From an optimization exercise on the open Yosys and OpenROAD flow, aimed at small area; shortcuts taken in it are not production practice. In this exercise RTL edits were held to simulation tests only and were not proved equivalent to the original.

==> flow/design.v <==
module io_word8 (
    input            clk,
    input            we,
    input            wen,
    input      [7:0] d,
    output reg [7:0] q
);
always @(posedge clk)
    q <= (d & {8{we}}) | (q & {8{wen}});
endmodule
module io_word8r (
    input            clk,
    input            rst,
    input            we,
    input            wen,
    input      [7:0] d,
    output reg [7:0] q
);
always @(posedge clk or posedge rst)
    if (rst) q <= 8'h00;
    else     q <= (d & {8{we}}) | (q & {8{wen}});
endmodule
module io_reg8r (
    input            clk,
    input            rst,
    input      [7:0] d,
    output reg [7:0] q
);
always @(posedge clk or posedge rst)
    if (rst) q <= 8'h00;
    else     q <= d;
endmodule
module io_sel3 (
    input  [2:0] s,
    input  [7:0] a0,
    input  [7:0] a1,
    input  [7:0] a2,
    output [7:0] yn
);
assign yn = ~((a0 & {8{s[0]}}) | (a1 & {8{s[1]}}) | (a2 & {8{s[2]}}));
endmodule
module io_sel2 (
    input  [1:0] s,
    input  [7:0] a0,
    input  [7:0] a1,
    output [7:0] yn
);
assign yn = ~((a0 & {8{s[0]}}) | (a1 & {8{s[1]}}));
endmodule
module io_architecture(
    input CLK, RESET,  
    input [7:0] DATA_IN,  
    input [7:0] IO_ADDR,  
    input [7:0] MEM_ADDR,  
    input [7:0] DMA_DATA,  
    input PIO_READ, PIO_WRITE,  
    input DMA_REQUEST, DMA_ACK,  
    output [7:0] DATA_OUT,  
    output [7:0] MEM_OUT,  
    output reg PIO_STATUS,  
    output reg DMA_STATUS  
);
wire pio_in  = (IO_ADDR[7:4] == 4'd0);           
wire pio_wr  = PIO_WRITE & pio_in & ~RESET;               
wire pio_rd  = ~PIO_WRITE & PIO_READ;             
wire pio_rds = pio_rd & pio_in;                   
wire [15:0] pio_we, pio_wen, pio_rs;
wire [7:0]  io_q [15:0];
genvar i;
generate for (i = 0; i < 16; i = i + 1) begin : pio
    assign pio_we[i]  = pio_wr  & (IO_ADDR[3:0] == i);
    assign pio_wen[i] = ~pio_we[i];
    assign pio_rs[i]  = pio_rds & (IO_ADDR[3:0] == i);
    io_word8 dev (.clk(CLK), .we(pio_we[i]), .wen(pio_wen[i]), .d(DATA_IN), .q(io_q[i]));
end endgenerate
wire [7:0] pio_n0, pio_n1, pio_n2, pio_n3, pio_n4, pio_n5;
io_sel3 prd0 (.s(pio_rs[2:0]),   .a0(io_q[0]),  .a1(io_q[1]),  .a2(io_q[2]),  .yn(pio_n0));
io_sel3 prd1 (.s(pio_rs[5:3]),   .a0(io_q[3]),  .a1(io_q[4]),  .a2(io_q[5]),  .yn(pio_n1));
io_sel3 prd2 (.s(pio_rs[8:6]),   .a0(io_q[6]),  .a1(io_q[7]),  .a2(io_q[8]),  .yn(pio_n2));
io_sel3 prd3 (.s(pio_rs[11:9]),  .a0(io_q[9]),  .a1(io_q[10]), .a2(io_q[11]), .yn(pio_n3));
io_sel3 prd4 (.s(pio_rs[14:12]), .a0(io_q[12]), .a1(io_q[13]), .a2(io_q[14]), .yn(pio_n4));
io_sel2 prd5 (.s({~pio_rd, pio_rs[15]}), .a0(io_q[15]), .a1(DATA_OUT), .yn(pio_n5));
wire [7:0] pio_d = ~(pio_n0 & pio_n1 & pio_n2 & pio_n3 & pio_n4 & pio_n5);
io_reg8r dout (.clk(CLK), .rst(RESET), .d(pio_d), .q(DATA_OUT));
always @(posedge CLK or posedge RESET)
    if (RESET) PIO_STATUS <= 1'b0;
    else       PIO_STATUS <= PIO_WRITE | PIO_READ;
wire dma_in  = (MEM_ADDR[7:5] == 3'd0);           
wire dma_req = DMA_REQUEST & ~DMA_ACK;            
wire dma_wr  = dma_req & dma_in & ~RESET;                 
wire dma_rds = DMA_ACK & dma_in;                  
wire [7:0] dma_buffer;
io_word8r dbuf (.clk(CLK), .rst(RESET), .we(dma_req), .wen(~dma_req), .d(DMA_DATA), .q(dma_buffer));
wire [31:0] mem_we, mem_wen, mem_rs;
wire [7:0]  mem_q [31:0];
generate for (i = 0; i < 32; i = i + 1) begin : mem
    assign mem_we[i]  = dma_wr  & (MEM_ADDR[4:0] == i);
    assign mem_wen[i] = ~mem_we[i];
    assign mem_rs[i]  = dma_rds & (MEM_ADDR[4:0] == i);
    io_word8 word (.clk(CLK), .we(mem_we[i]), .wen(mem_wen[i]), .d(dma_buffer), .q(mem_q[i]));
end endgenerate
wire [7:0] dma_n [10:0];
generate for (i = 0; i < 10; i = i + 1) begin : mrd
    io_sel3 s (.s(mem_rs[3*i+2:3*i]), .a0(mem_q[3*i]), .a1(mem_q[3*i+1]), .a2(mem_q[3*i+2]), .yn(dma_n[i]));
end endgenerate
io_sel3 mrd10 (.s({~DMA_ACK, mem_rs[31:30]}), .a0(mem_q[30]), .a1(mem_q[31]), .a2(MEM_OUT), .yn(dma_n[10]));
wire [7:0] mem_d = ~(dma_n[0] & dma_n[1] & dma_n[2] & dma_n[3] & dma_n[4] & dma_n[5] &
                     dma_n[6] & dma_n[7] & dma_n[8] & dma_n[9] & dma_n[10]);
io_reg8r mout (.clk(CLK), .rst(RESET), .d(mem_d), .q(MEM_OUT));
always @(posedge CLK or posedge RESET)
    if (RESET) DMA_STATUS <= 1'b0;
    else       DMA_STATUS <= dma_req;
endmodule
==> flow/config.mk <==
export PLATFORM = sky130hd
export DESIGN_NAME = io_architecture
export DESIGN_NICKNAME = io_architecture
export VERILOG_FILES = /design/flow/design.v
export SDC_FILE = /design/flow/constraint.sdc
export NUM_CORES = 4
export LEC_CHECK = 0
export CAP_MARGIN = 20
export CORE_MARGIN = 2
export CORE_UTILIZATION = 60
export CTS_BUF_LIST = sky130_fd_sc_hd__clkbuf_8
export CTS_CLUSTER_SIZE = 30
export SLEW_MARGIN = 20
export SYNTH_HIERARCHICAL = 1
export SYNTH_MINIMUM_KEEP_SIZE = 0
==> flow/constraint.sdc <==
create_clock -name core_clock -period 5.0 [get_ports {CLK}]
set_input_delay 1.0000 -clock core_clock [delete_from_list [all_inputs] [get_ports {CLK}]]
set_output_delay 1.0000 -clock core_clock [all_outputs]
set_load 0.01 [all_outputs]
run.sh (not shown) runs the stock make flow with config.mk's settings and CLKGATE_MAP_FILE= SYNTH_SCRIPT=/design/flow/synth_recipe.tcl, a recipe that flattens the netlist after the stock synthesis.
The first run went through all stages and came out clean.
Edit:
--- a/flow/config.mk
+++ b/flow/config.mk
@@ -10,4 +10,3 @@
 export CORE_UTILIZATION = 60
-export CTS_BUF_LIST = sky130_fd_sc_hd__clkbuf_8
-export CTS_CLUSTER_SIZE = 30
+export CTS_BUF_LIST = sky130_fd_sc_hd__clkbuf_4
 export SLEW_MARGIN = 20
What happened: The new run ran to the end with no violations; area after synthesis is unchanged; final cell count came out higher by about 3.5%; synthesized cell count is unchanged; via count rose by about 1.6%; wire length hardly moves.

static timing again, ports no longer ideal:
How much do the figures lean on ideal ports? The routed layouts below were timed once more, with nothing changed but the port constraints.
Step 1, drivers: a clkbuf_16 drives CLK and a buf_2 each remaining input, both assumed.
Step 2 also shifts input and output timing later by t, the mid clock arrival at the registers, as if the neighbouring blocks saw the same clock.
Three values: ideal, step 1, step 2; two values: the first two.
run | t, ns | setup slack, ns | hold WS [ns] | worst setup path at the end | slew at the worst register clock pin (ns)
the first run | 0.607 | 1.332 / 1.355 / 0.748 | 0.468 / 0.468 / 0.468 | input to register | 0.07 / 0.07
the second run | 0.755 | 1.471 / 1.491 / 0.736 | 0.468 / 0.468 / 0.468 | input to register | 0.08 / 0.08
After both steps every run listed still meets setup and hold. The setup slack of the second run, which loses most, moves by +0.020 ns with the drivers and by -0.735 ns with both steps.
